From an optimization exercise on the open Yosys and OpenROAD flow, aimed at small area and a short achievable clock period; shortcuts taken in it are not production practice.
RTL that was checked went through simulation tests only; none was proved equivalent to the original.
Power figures rest on the tool's default switching activity, not on a simulated workload.

Setup of job 6410:
// IEEE754_AdderSubtract
module IEEE754_AdderSubtract
(
	input clock,
	input resetn,
	input [31:0] a,
	input [31:0] b,
	output [31:0] y
);
Size: ~100 flip-flops, ~98 I/O pins, ~0.0083 mm^2 of cells after synthesis.
Settings: LEC_CHECK=0, ABC_AREA=1, CAP_MARGIN=20, CORE_MARGIN=2, CORE_UTILIZATION=60, CTS_BUF_LIST=sky130_fd_sc_hd__clkbuf_8, GPL_TIMING_DRIVEN=0, SLEW_MARGIN=20; clock period 22.0 ns.
standard.sh (not shown) runs the stock make flow with config.mk's settings and CLKGATE_MAP_FILE= SYNTH_SCRIPT=/design/flow/synth_recipe.tcl, a recipe that flattens the netlist after the stock synthesis.
==> flow/flow/run.sh <==
#!/bin/bash
# The standard layout, with two changes to how it is made:
#  - the smallest plain buffer (buf_1) as the port buffer on every input and output;
#  - repair_timing aims for 15 ns of setup slack (the clock and constraints are unchanged).
set -euo pipefail
bash standard.sh finish "BUFFER_PORTS_ARGS=-buffer_cell sky130_fd_sc_hd__buf_1" SETUP_SLACK_MARGIN=15 > standard_flow.log 2>&1
--- input diff job 6410..job 6392 ---
==> flow/flow/run.sh <==
#!/bin/bash
# The standard layout, with two changes to how it is made:
#  - the smallest plain buffer (buf_1) as the port buffer on every input and output;
#  - repair_timing aims for 15.3 ns of setup slack (the clock and constraints are unchanged).
set -euo pipefail
bash standard.sh finish "BUFFER_PORTS_ARGS=-buffer_cell sky130_fd_sc_hd__buf_1" SETUP_SLACK_MARGIN=15.3 > standard_flow.log 2>&1
## What came out
Job 6410 -> job 6392: final net count increased slightly. [compare] base=job 6410 new=job 6392: mean number of vias per cell essentially unchanged; remaining max-slew budget at the tightest pin decreased 1.8 points. Relative to job 6410, sequential share of layout area has decreased by 0.25 points in job 6392. Going from job 6410 to job 6392, the maximum clock frequency was found to have gone up by 3.0%. Job 6392: all stages complete, timing, DRC and antenna checks passed. As far as H-tree depth goes, job 6392 and job 6410 are indistinguishable; the numbers are identical. As of job 6392, global-route wire length before repair had fallen slightly compared to job 6410. [compare] base=job 6410 new=job 6392: placed cell area neither gained nor lost much; hold slack picked up an extra 31 ps.


== job 168 ==
Another version of the RTL of IEEE754_AdderSubtract (not shown whole).
Size in the first run: ~1300 cells after synthesis, roughly 100 flip-flops, ~98 I/O pins, about 8100 µm² of cells after synthesis.
Settings: LEC_CHECK=0, ABC_AREA=1, CAP_MARGIN=20, CORE_MARGIN=2, CORE_UTILIZATION=60, CTS_BUF_LIST=sky130_fd_sc_hd__clkbuf_8, GPL_TIMING_DRIVEN=0, PLACE_DENSITY=0.75, SLEW_MARGIN=20; clock period 22.0 ns.
==> flow/flow/run.sh <==
#!/bin/bash
# The standard layout, with two changes to how it is made:
#  - the smallest plain buffer (buf_1) as the port buffer on every input and output;
#  - repair_timing aims for 15.5 ns of setup slack (the clock and constraints are unchanged).
set -euo pipefail
bash standard.sh finish "BUFFER_PORTS_ARGS=-buffer_cell sky130_fd_sc_hd__buf_1" SETUP_SLACK_MARGIN=15.5 > standard_flow.log 2>&1
[inputs] job 7374 vs job 168
- CORE_UTILIZATION changed from 60 to 50
- PLACE_DENSITY removed (was 0.75)
==> comparison <==
- Going from job 168 to job 7374, the fraction of met1 tracks used by global routing was found to have gone down by 5.7 points.
- Looking at via count, job 7374 sits below job 168.
- Comparing job 168 and job 7374, the lower aggregate global-route resource usage was measured on job 7374.
- Against job 168, global-route wire length before repair in job 7374 came out better.
- Looking at achievable clock frequency, job 7374 sits 0.0010 GHz higher than job 168 does.
- Portion of the clock cycle consumed by the worst path in the final layout, job 168 and job 7374: larger value in job 168
- Comparing job 168 and job 7374, area of the placeable core is higher on job 7374.
> inputs changed (job 7374 -> job 1043)
- a change of CORE_UTILIZATION from 50 to 60
==> flow/flow/run.sh <==
#!/bin/bash
# The standard layout, with two changes to how it is made:
#  - the smallest plain buffer (buf_1) as the port buffer on every input and output;
#  - repair_timing aims for 15.3 ns of setup slack (the clock and constraints are unchanged).
set -euo pipefail
bash standard.sh finish "BUFFER_PORTS_ARGS=-buffer_cell sky130_fd_sc_hd__buf_1" SETUP_SLACK_MARGIN=15.3 > standard_flow.log 2>&1
==> comparison <==
- First-pass GRT wire length for job 1043 is lower than for job 7374.
- From job 7374 to job 1043 the numbers moved as follows: number of setup buffers added after CTS flat; net switching share of the total power down 0.71 points; layout overhead on the synthesized area down 1.5 points; share of the clock period used by the worst path up 0.24 points; final hold violation count flat.
- Compared with job 7374, in job 1043 final standard cell area without fillers fell by 1.3%, net switching component of the power fell by 6.8 µW.
Modified inputs, job 4762 compared to job 1043
==> flow/flow/run.sh <==
#!/bin/bash
# The standard layout, with two changes to how it is made:
#  - the smallest plain buffer (buf_1) as the port buffer on every input and output;
#  - repair_timing aims for 15.7 ns of setup slack (the clock and constraints are unchanged).
set -euo pipefail
bash standard.sh finish "BUFFER_PORTS_ARGS=-buffer_cell sky130_fd_sc_hd__buf_1" SETUP_SLACK_MARGIN=15.7 > standard_flow.log 2>&1
Notes after the runs:
Detail-routed net length per standard cell delta (job 1043 -> job 4762): insignificant
Per the comparison of job 4762 with job 1043, worst hold slack now sits lower, non-clock buffer count climbed 2.
As far as final cell count is concerned, job 4762 and job 1043 perform about the same.


IEEE754_AdderSubtract, a different RTL version from the one above (not shown whole).
Size: about 1300 cells after synthesis, about 8100 sq um of cells after synthesis.
==> flow/config.mk <==
export PLATFORM = sky130hd
export DESIGN_NAME = IEEE754_AdderSubtract
export DESIGN_NICKNAME = IEEE754_AdderSubtract
export VERILOG_FILES = /design/flow/design.v
export SDC_FILE = /design/flow/constraint.sdc
export NUM_CORES = 4
export LEC_CHECK = 0
export ABC_AREA = 1
export CAP_MARGIN = 20
export CORE_MARGIN = 2
export CORE_UTILIZATION = 60
export CTS_BUF_LIST = sky130_fd_sc_hd__clkbuf_8
export CTS_CLUSTER_DIAMETER = 100
export CTS_CLUSTER_SIZE = 30
export GPL_TIMING_DRIVEN = 0
export SLEW_MARGIN = 20
==> flow/constraint.sdc <==
create_clock -name core_clock -period 22.0 [get_ports {clock}]
set_input_delay 4.4000 -clock core_clock [delete_from_list [all_inputs] [get_ports {clock}]]
set_output_delay 4.4000 -clock core_clock [all_outputs]
set_load 0.01 [all_outputs]
==> flow/flow/run.sh <==
#!/bin/bash
# The standard layout, with two changes to how it is made:
#  - the smallest plain buffer (buf_1) as the port buffer on every input and output;
#  - repair_timing aims for 15.3 ns of setup slack (the clock and constraints are unchanged).
set -euo pipefail
bash standard.sh finish "BUFFER_PORTS_ARGS=-buffer_cell sky130_fd_sc_hd__buf_1" SETUP_SLACK_MARGIN=15.3 > standard_flow.log 2>&1
The baseline finished with timing, DRC and antenna clean.
Next try:
==> flow/flow/run.sh (replaced) <==
#!/bin/bash
# The standard layout, with two changes to how it is made:
#  - the smallest plain buffer (buf_1) as the port buffer on every input and output;
#  - repair_timing aims for 15.6 ns of setup slack (the clock and constraints are unchanged).
set -euo pipefail
bash standard.sh finish "BUFFER_PORTS_ARGS=-buffer_cell sky130_fd_sc_hd__buf_1" SETUP_SLACK_MARGIN=15.6 > standard_flow.log 2>&1
- CTS_CLUSTER_DIAMETER: 100 -> not set
- CTS_CLUSTER_SIZE: 30 -> not set
- TNS_END_PERCENT: not set -> 10
The changed run finished with timing, DRC and antenna clean.
Die area is unchanged.
Setup slack gains 46 ps.
Sequential cell count stays the same.
Utilization went up by 1.3 points.
Area after synthesis does not change.
Clock-buffer cell count went up by 2.
Final area went up by 1.9%.
Final cell count went up by 0.37%.
Sequential power hardly moves.
First-iteration DRC count went down by 2.0%.
Synthesized cell count is unchanged.
Next try:
==> flow/flow/run.sh (replaced) <==
#!/bin/bash
# The standard layout, with two changes to how it is made:
#  - the smallest plain buffer (buf_1) as the port buffer on every input and output;
#  - repair_timing aims for 15.5 ns of setup slack (the clock and constraints are unchanged).
set -euo pipefail
bash standard.sh finish "BUFFER_PORTS_ARGS=-buffer_cell sky130_fd_sc_hd__buf_1" SETUP_SLACK_MARGIN=15.5 > standard_flow.log 2>&1
- TNS_END_PERCENT: 10 -> not set
After rerunning: Design area barely changes; global-route usage went down by 0.11 points; non-clock buffer count went up by 2; clock skew went up by 11 ps; setup slack is worse by 21 ps; synthesized cell count does not change; routed wire length went up slightly; sequential cell count stays the same.
Next try:
==> flow/flow/run.sh (replaced) <==
#!/bin/bash
# The standard layout, with two changes to how it is made:
#  - the smallest plain buffer (buf_1) as the port buffer on every input and output;
#  - repair_timing aims for 15.3 ns of setup slack (the clock and constraints are unchanged).
set -euo pipefail
bash standard.sh finish "BUFFER_PORTS_ARGS=-buffer_cell sky130_fd_sc_hd__buf_1" SETUP_SLACK_MARGIN=15.3 > standard_flow.log 2>&1
- GPL_TIMING_DRIVEN: 0 -> 1
Effect: The new run produced a clean layout. Clock-buffer cell count does not change. Total power drops by 0.58%. Cell count drops by 2.8%. Worst hold slack got worse by 24 ps. Register-to-register slack got worse by 260 ps.


Another version of the RTL of IEEE754_AdderSubtract (not shown whole).
Size: ~940 cells after synthesis, ~98 flip-flops, roughly 98 I/O pins, roughly 7300 um^2 of cells after synthesis.
Design IEEE754_AdderSubtract, start of the top module:
module IEEE754_AdderSubtract
(
	input clock,
	input resetn,
	input [31:0] a,
	input [31:0] b,
	output [31:0] y
);
Settings: LEC_CHECK=0, ABC_AREA=1, CAP_MARGIN=20, CORE_MARGIN=2, CORE_UTILIZATION=60, CTS_BUF_LIST=sky130_fd_sc_hd__clkbuf_8, GPL_TIMING_DRIVEN=0, SLEW_MARGIN=20; clock period 22.0 ns.
==> flow/flow/run.sh <==
#!/bin/bash
# The standard layout, with three changes to how it is made:
#  - synthesis maps the logic with flow/abc_area.script (registers are mapped as
#    before, the ABC step only maps the logic between them);
#  - the smallest plain buffer (buf_1) as the port buffer on every input and output;
#  - repair_timing aims for 15 ns of setup slack (the clock and constraints are unchanged).
set -euo pipefail
mkdir -p scripts
for f in "$FLOW_HOME"/scripts/*; do ln -sfn "$f" scripts/; done
rm -f scripts/abc_area.script
cp flow/abc_area.script scripts/abc_area.script
bash standard.sh finish SCRIPTS_DIR="$PWD/scripts" "BUFFER_PORTS_ARGS=-buffer_cell sky130_fd_sc_hd__buf_1" SETUP_SLACK_MARGIN=15 > standard_flow.log 2>&1
==> flow/flow/abc_area.script <==
&get -n
&st
&dch
&nf -R 1000
&put
buffer -c
topo
stime -c
upsize -c
dnsize -c
Change:
==> flow/flow/run.sh (replaced) <==
#!/bin/bash
# The standard layout, with two changes to how it is made:
#  - the smallest plain buffer (buf_1) as the port buffer on every input and output;
#  - repair_timing aims for 15 ns of setup slack (the clock and constraints are unchanged).
set -euo pipefail
bash standard.sh finish "BUFFER_PORTS_ARGS=-buffer_cell sky130_fd_sc_hd__buf_1" SETUP_SLACK_MARGIN=15 > standard_flow.log 2>&1
removed: flow/flow/abc_area.script
Result: Clock power increases by about a fifth; cell count went up by a quarter to a third; die area increases by roughly a tenth; first-iteration DRC count stays the same; combinational power falls by about a fifth; synthesized area goes up by about a fifth; via count went up by about a fifth; wire length increases by about a fifth; global-route usage climbs by 1.1 points; core utilization fell by 4.6 points.
Change:
==> flow/flow/run.sh (replaced) <==
#!/bin/bash
# The standard layout, with three changes to how it is made:
#  - synthesis maps the logic with flow/abc_area.script (registers are mapped as
#    before, the ABC step only maps the logic between them);
#  - the smallest plain buffer (buf_1) as the port buffer on every input and output;
#  - repair_timing aims for 15 ns of setup slack (the clock and constraints are unchanged).
set -euo pipefail
mkdir -p scripts
for f in "$FLOW_HOME"/scripts/*; do ln -sfn "$f" scripts/; done
rm -f scripts/abc_area.script
cp flow/abc_area.script scripts/abc_area.script
bash standard.sh finish SCRIPTS_DIR="$PWD/scripts" "BUFFER_PORTS_ARGS=-buffer_cell sky130_fd_sc_hd__buf_1" SETUP_SLACK_MARGIN=15 > standard_flow.log 2>&1
==> flow/flow/abc_area.script (new file) <==
strash
dch
map -a
topo
stime -c
buffer -c
upsize -c
dnsize -c
Effect: Die area fell by 11%. Critical path depth climbs by 45. Design area came out lower by 3.4%.
No functional check of the RTL was part of any run of this note.


Another version of the RTL of IEEE754_AdderSubtract (not shown whole).
Size in the first run: about 1400 cells after synthesis, about 98 I/O pins, ~8100 µm² of cells after synthesis.
clock: 22.0 ns
lec_check: 0
abc_area: 1
cap_margin: 20
core_margin: 2
core_utilization: 40
gpl_timing_driven: 0
slew_margin: 20
==> flow/flow/run.sh <==
#!/bin/bash
# The standard layout, with two changes to how it is made:
#  - the smallest plain buffer (buf_1) as the port buffer on every input and output;
#  - repair_timing aims for 16 ns of setup slack (the clock and constraints are unchanged).
set -euo pipefail
bash standard.sh finish "BUFFER_PORTS_ARGS=-buffer_cell sky130_fd_sc_hd__buf_1" SETUP_SLACK_MARGIN=16 > standard_flow.log 2>&1
The starting point ran to the end with no violations.
Then changed:
==> flow/flow/run.sh (replaced) <==
#!/bin/bash
# The standard layout, with the smallest plain buffer (buf_1) as the port
# buffer on every input and output instead of the default choice.
set -euo pipefail
bash standard.sh finish "BUFFER_PORTS_ARGS=-buffer_cell sky130_fd_sc_hd__buf_1" > standard_flow.log 2>&1
Worst setup slack gets worse by 1.1 ns.
Total power falls by 26%.
Register-to-register slack degrades by 1.1 ns.
Clock-buffer cell count is lower by 1.
Design area falls by 28%.
First-iteration DRC count fell by 8.5%.
Die area does not change.
Utilization falls by 18 points.
Area after synthesis does not change.
Then changed:
==> flow/run.sh (new file) <==
#!/bin/bash
# synth_recipe.tcl (not shown) runs the flow's synth.tcl, then flattens the netlist and writes it again
# the make line also repeats each setting of config.mk as NAME=value (left out here)
make -C /OpenROAD-flow-scripts/flow DESIGN_CONFIG=/design/flow/config.mk WORK_HOME=/design/flow/orfs CLKGATE_MAP_FILE= SYNTH_SCRIPT=/design/flow/synth_recipe.tcl finish
removed: flow/flow/run.sh
removed: flow/standard.sh
What happened: Final cell count does not change; clock-buffer cell count does not change; combinational power grows by 4.8%.
Then changed:
Settings changed: GPL_TIMING_DRIVEN 0 to not set.
=> The changed run completed without violations. Count of clock-buffer cells in the layout increases by 3. Wire length decreases by 6.5%. Via count decreases by 3.7%. Cell count decreases by 3.1%. Critical path depth decreases by 2.
Then changed:
==> flow/flow/run.sh (new file) <==
#!/bin/bash
# The standard layout, with two changes to how it is made:
#  - the smallest plain buffer (buf_1) as the port buffer on every input and output;
#  - repair_timing aims for 14 ns of setup slack (the clock and constraints are unchanged).
set -euo pipefail
bash standard.sh finish "BUFFER_PORTS_ARGS=-buffer_cell sky130_fd_sc_hd__buf_1" SETUP_SLACK_MARGIN=14 > standard_flow.log 2>&1
==> flow/standard.sh (new file) <==
#!/bin/bash
# synth_recipe.tcl (not shown) runs the flow's synth.tcl, then flattens the netlist and writes it again
# the make line also repeats each setting of config.mk as NAME=value (left out here)
make -C /OpenROAD-flow-scripts/flow DESIGN_CONFIG=/design/flow/config.mk WORK_HOME=/design/flow/orfs CLKGATE_MAP_FILE= SYNTH_SCRIPT=/design/flow/synth_recipe.tcl "${@:-finish}"
Settings changed: GPL_TIMING_DRIVEN set to 0.
removed: flow/run.sh
Result:
- The changed run passed the timing, design-rule and antenna checks
- combinational power grows by 12%
- wire length came out higher by 7.3%
- total power rose by 7.0%
- first-iteration DRC count goes down by 0.61%
- non-clock buffer count went up by 85
- design area climbs by 3.1%
- cell count is higher by 5.2%
- global-route usage is higher by 1.3 points


Setup of S:
The RTL this note starts from:
==> flow/design.v <==
module IEEE754_AdderSubtract
(
	input clock,
	input resetn,
	input [31:0] a,
	input [31:0] b,
	output [31:0] y
);
	wire [7:0]  ea = a[30:23];
	wire [7:0]  eb = b[30:23];
	wire [7:0]  d;                               
	wire        ge;                              
	bk_add #(8) u_dba (eb, ~ea, 1'b1, d, ge);
	wire        big = ge ? (|d[7:5]) : (~&d[7:5] | (d == 8'he0));
	reg         v1, sg1, sub1, ge1, big1;
	reg  [7:0]  eg1;
	reg  [4:0]  d1;
	reg  [22:0] ma1, mb1;
	always @(posedge clock) begin
		v1   <= resetn;
		sg1  <= ge ? b[31] : a[31];
		sub1 <= a[31] ^ b[31];
		ge1  <= ge;
		eg1  <= ge ? eb : ea;
		big1 <= big;
		d1   <= d[4:0];
		ma1  <= a[22:0];
		mb1  <= b[22:0];
	end
	wire [22:0] mg = ge1 ? mb1 : ma1;
	wire [23:0] mw = ge1 ? {1'b1, ma1} : {2'b01, mb1[22:1]};
	wire [4:0]  she = big1 ? {4'b1011, ge1} : (d1 ^ {5{~ge1}});
	wire [23:0] sm = mw >> she;
	wire [24:0] A = {2'b01, mg};
	wire [24:0] B = {1'b0, sm} ^ {25{sub1}};
	wire [24:0] p = A ^ B;
	wire [24:0] gc;                              
	wire [24:0] pc;                              
	wire        co;
	bk_prefix #(25, 16) u_pre (A & B, p, gc, pc, co);
	wire        neg = sub1 & ~co;
	wire [24:0] r = p ^ (gc | (pc & {25{co}})) ^ {25{neg}};
	wire        s = sg1 ^ neg;
	wire [4:0]  c;                               
	wire        nz;                              
	lzc32 u_lzc ({r, 7'b0}, c, nz);
	wire [24:0] n1 = c[4] ? {r[8:0], 16'b0} : r;
	wire [24:0] n2 = c[3] ? {n1[16:0], 8'b0} : n1;
	wire [24:0] n3 = c[2] ? {n2[20:0], 4'b0} : n2;
	wire [24:0] n4 = c[0] ? {n3[23:0], 1'b0} : n3;
	wire [7:0]  egp;
	bk_add #(8) u_inc (eg1, 8'd0, 1'b1, egp, );
	reg         s2;
	reg  [7:0]  egp2;
	reg  [4:0]  lz2;
	reg  [23:0] n42;
	always @(posedge clock) begin
		if (!resetn || !v1) begin
			s2   <= 1'b0;
			egp2 <= 8'd0;
			lz2  <= 5'd0;
			n42  <= 24'd0;
		end else begin
			s2   <= s;
			egp2 <= egp;
			lz2  <= {c[4:2], c[1] & nz, c[0]};   
			n42  <= n4[23:0];
		end
	end
	wire [23:0] n5 = lz2[1] ? {n42[21:0], 2'b0} : n42;
	wire [2:0]  ehd;
	wire [4:0]  elo;
	wire        nb;                              
	bk_add #(3, 2) u_dec (egp2[7:5], 3'b111, 1'b0, ehd, );
	bk_add #(5) u_exp (egp2[4:0], ~lz2, 1'b1, elo, nb);
	assign y = {s2, nb ? egp2[7:5] : ehd, elo, n5[23:1]};
endmodule
module bk_prefix #(parameter N = 8, parameter TOPD = 4)
(
	input  [N-1:0] g,
	input  [N-1:0] p,
	output [N-1:0] gc,
	output [N-1:0] pc,
	output         co
);
	reg [N-1:0] G, P, Gn, Pn;
	integer i, d;
	always @(*) begin
		G = g;
		P = p;
		for (d = 1; d < N; d = d * 2) begin
			Gn = G; Pn = P;
			for (i = 2*d-1; i < N; i = i + 2*d) begin
				Gn[i] = G[i] | (P[i] & G[i-d]);
				Pn[i] = P[i] & P[i-d];
			end
			G = Gn; P = Pn;
		end
		for (d = TOPD; d >= 1; d = d / 2) begin
			Gn = G; Pn = P;
			for (i = 3*d-1; i < N; i = i + 2*d) begin
				Gn[i] = G[i] | (P[i] & G[i-d]);
				Pn[i] = P[i] & P[i-d];
			end
			G = Gn; P = Pn;
		end
	end
	assign gc = {G[N-2:0], 1'b0};
	assign pc = {P[N-2:0], 1'b1};
	assign co = G[N-1];
endmodule
module bk_add #(parameter N = 8, parameter TOPD = 4)
(
	input  [N-1:0] x,
	input  [N-1:0] y,
	input          ci,
	output [N-1:0] s,
	output         co
);
	wire [N-1:0] p = x ^ y;
	wire [N-1:0] gc, pc;
	wire         c;
	bk_prefix #(N, TOPD) u_pre (x & y, p, gc, pc, c);
	assign s  = p ^ (gc | (pc & {N{ci}}));
	assign co = c | (&p & ci);
endmodule
module lzc32
(
	input  [31:0] x,
	output [4:0]  c,
	output        v
);
	wire [3:0] ch, cl;
	wire       vh, vl;
	lzc16 u_h (x[31:16], ch, vh);
	lzc16 u_l (x[15:0],  cl, vl);
	assign v = vh | vl;
	assign c = vh ? {1'b0, ch} : {1'b1, cl};
endmodule
module lzc16
(
	input  [15:0] x,
	output [3:0]  c,
	output        v
);
	wire [2:0] ch, cl;
	wire       vh, vl;
	lzc8 u_h (x[15:8], ch, vh);
	lzc8 u_l (x[7:0],  cl, vl);
	assign v = vh | vl;
	assign c = vh ? {1'b0, ch} : {1'b1, cl};
endmodule
module lzc8
(
	input  [7:0] x,
	output [2:0] c,
	output       v
);
	wire [1:0] ch, cl;
	wire       vh, vl;
	lzc4 u_h (x[7:4], ch, vh);
	lzc4 u_l (x[3:0], cl, vl);
	assign v = vh | vl;
	assign c = vh ? {1'b0, ch} : {1'b1, cl};
endmodule
module lzc4
(
	input  [3:0] x,
	output [1:0] c,
	output       v
);
	assign v = |x;
	assign c[1] = ~(x[3] | x[2]);
	assign c[0] = ~(x[3] | (~x[2] & x[1]));
endmodule
Settings: LEC_CHECK=0, ABC_AREA=1, CAP_MARGIN=20, CORE_MARGIN=2, CORE_UTILIZATION=60, CTS_BUF_LIST=sky130_fd_sc_hd__clkbuf_8, GPL_TIMING_DRIVEN=0, SLEW_MARGIN=20; clock period 22.0 ns.
==> flow/flow/run.sh <==
#!/bin/bash
# The standard layout, with two changes to how it is made:
#  - the smallest plain buffer (buf_1) as the port buffer on every input and output;
#  - repair_timing aims for 15.1 ns of setup slack (the clock and constraints are unchanged).
set -euo pipefail
bash standard.sh finish "BUFFER_PORTS_ARGS=-buffer_cell sky130_fd_sc_hd__buf_1" SETUP_SLACK_MARGIN=15.1 > standard_flow.log 2>&1
Input changes introduced in R (baseline for comparison: S):
==> flow/flow/run.sh <==
#!/bin/bash
# The standard layout, with two changes to how it is made:
#  - the smallest plain buffer (buf_1) as the port buffer on every input and output;
#  - repair_timing aims for 15.3 ns of setup slack (the clock and constraints are unchanged).
set -euo pipefail
bash standard.sh finish "BUFFER_PORTS_ARGS=-buffer_cell sky130_fd_sc_hd__buf_1" SETUP_SLACK_MARGIN=15.3 > standard_flow.log 2>&1
[summary]
Area: R vs S -> R larger. R: full flow OK, the timing, design-rule and antenna checks passed. R and S ended up with nearly the same via count of the first global-routing pass. Going from S to R, buffer share of cell area increased 0.38 points, via count held steady, headroom to the max-slew limit increased by 8.7 points relative to the old numbers, combinational power increased about 0.8%. There was hardly any difference in number of non-filler instances in the completed layout between R and S. The final-layout clock-cell area share of S and that of R are within noise of each other.

static timing again, ports no longer ideal:
No port has a modelled driver above. Below, the same layouts with a new extraction and two added sets of constraints.
Step 1, drivers: a clkbuf_16 drives clock and a buf_2 each remaining input, both assumed.
Step 2 times the ports against the registers' clock, not the clock port: input delays grow and output delays shrink by t, the midpoint of the rising clock arrivals with the driver on.
a / b / c = ideal ports / drivers / drivers and shift; a / b = the first two.
run	t, ns	slack for setup (ns)	worst setup path at the end
job 6410	0.426	15.202 / 15.164 / 14.815	input to register
job 6392	0.424	15.403 / 15.360 / 15.060	input to register
job 168	0.420	15.597 / 15.557 / 15.293	input to register
job 7374	0.416	15.638 / 15.598 / 15.311	input to register
job 1043	0.418	15.586 / 15.551 / 15.185	input to register
job 4762	0.411	15.700 / 15.711 / 15.300	input to register
the first run of note 3	0.417	15.432 / 15.393 / 15.148	input to register
the second run of note 3	0.412	15.478 / 15.437 / 15.295	input to register
the third run of note 3	0.421	15.457 / 15.418 / 15.268	input to register
the fourth run of note 3	0.425	15.435 / 15.399 / 15.116	input to register
the first run of note 4	0.417	14.565 / 14.565 / 14.565	register to register
the second run of note 4	0.417	15.279 / 15.239 / 14.924	input to register
the third run of note 4	0.421	14.900 / 14.900 / 14.796	input to register
the first run of note 5	0.397	14.822 / 14.822 / 14.822	register to register
the second run of note 5	0.403	13.733 / 13.733 / 13.733	register to register
the third run of note 5	0.400	13.683 / 13.683 / 13.683	register to register
the fourth run of note 5	0.399	12.639 / 12.639 / 12.639	register to register
the fifth run of note 5	0.400	14.619 / 14.619 / 14.312	input to register
S	0.416	15.265 / 15.227 / 15.142	input to register
R	0.417	15.432 / 15.393 / 15.148	input to register
After both steps setup and hold are still met in every run listed. The setup slack of job 1043, which loses most, moves by -0.035 ns with the drivers and by -0.401 ns with both steps.
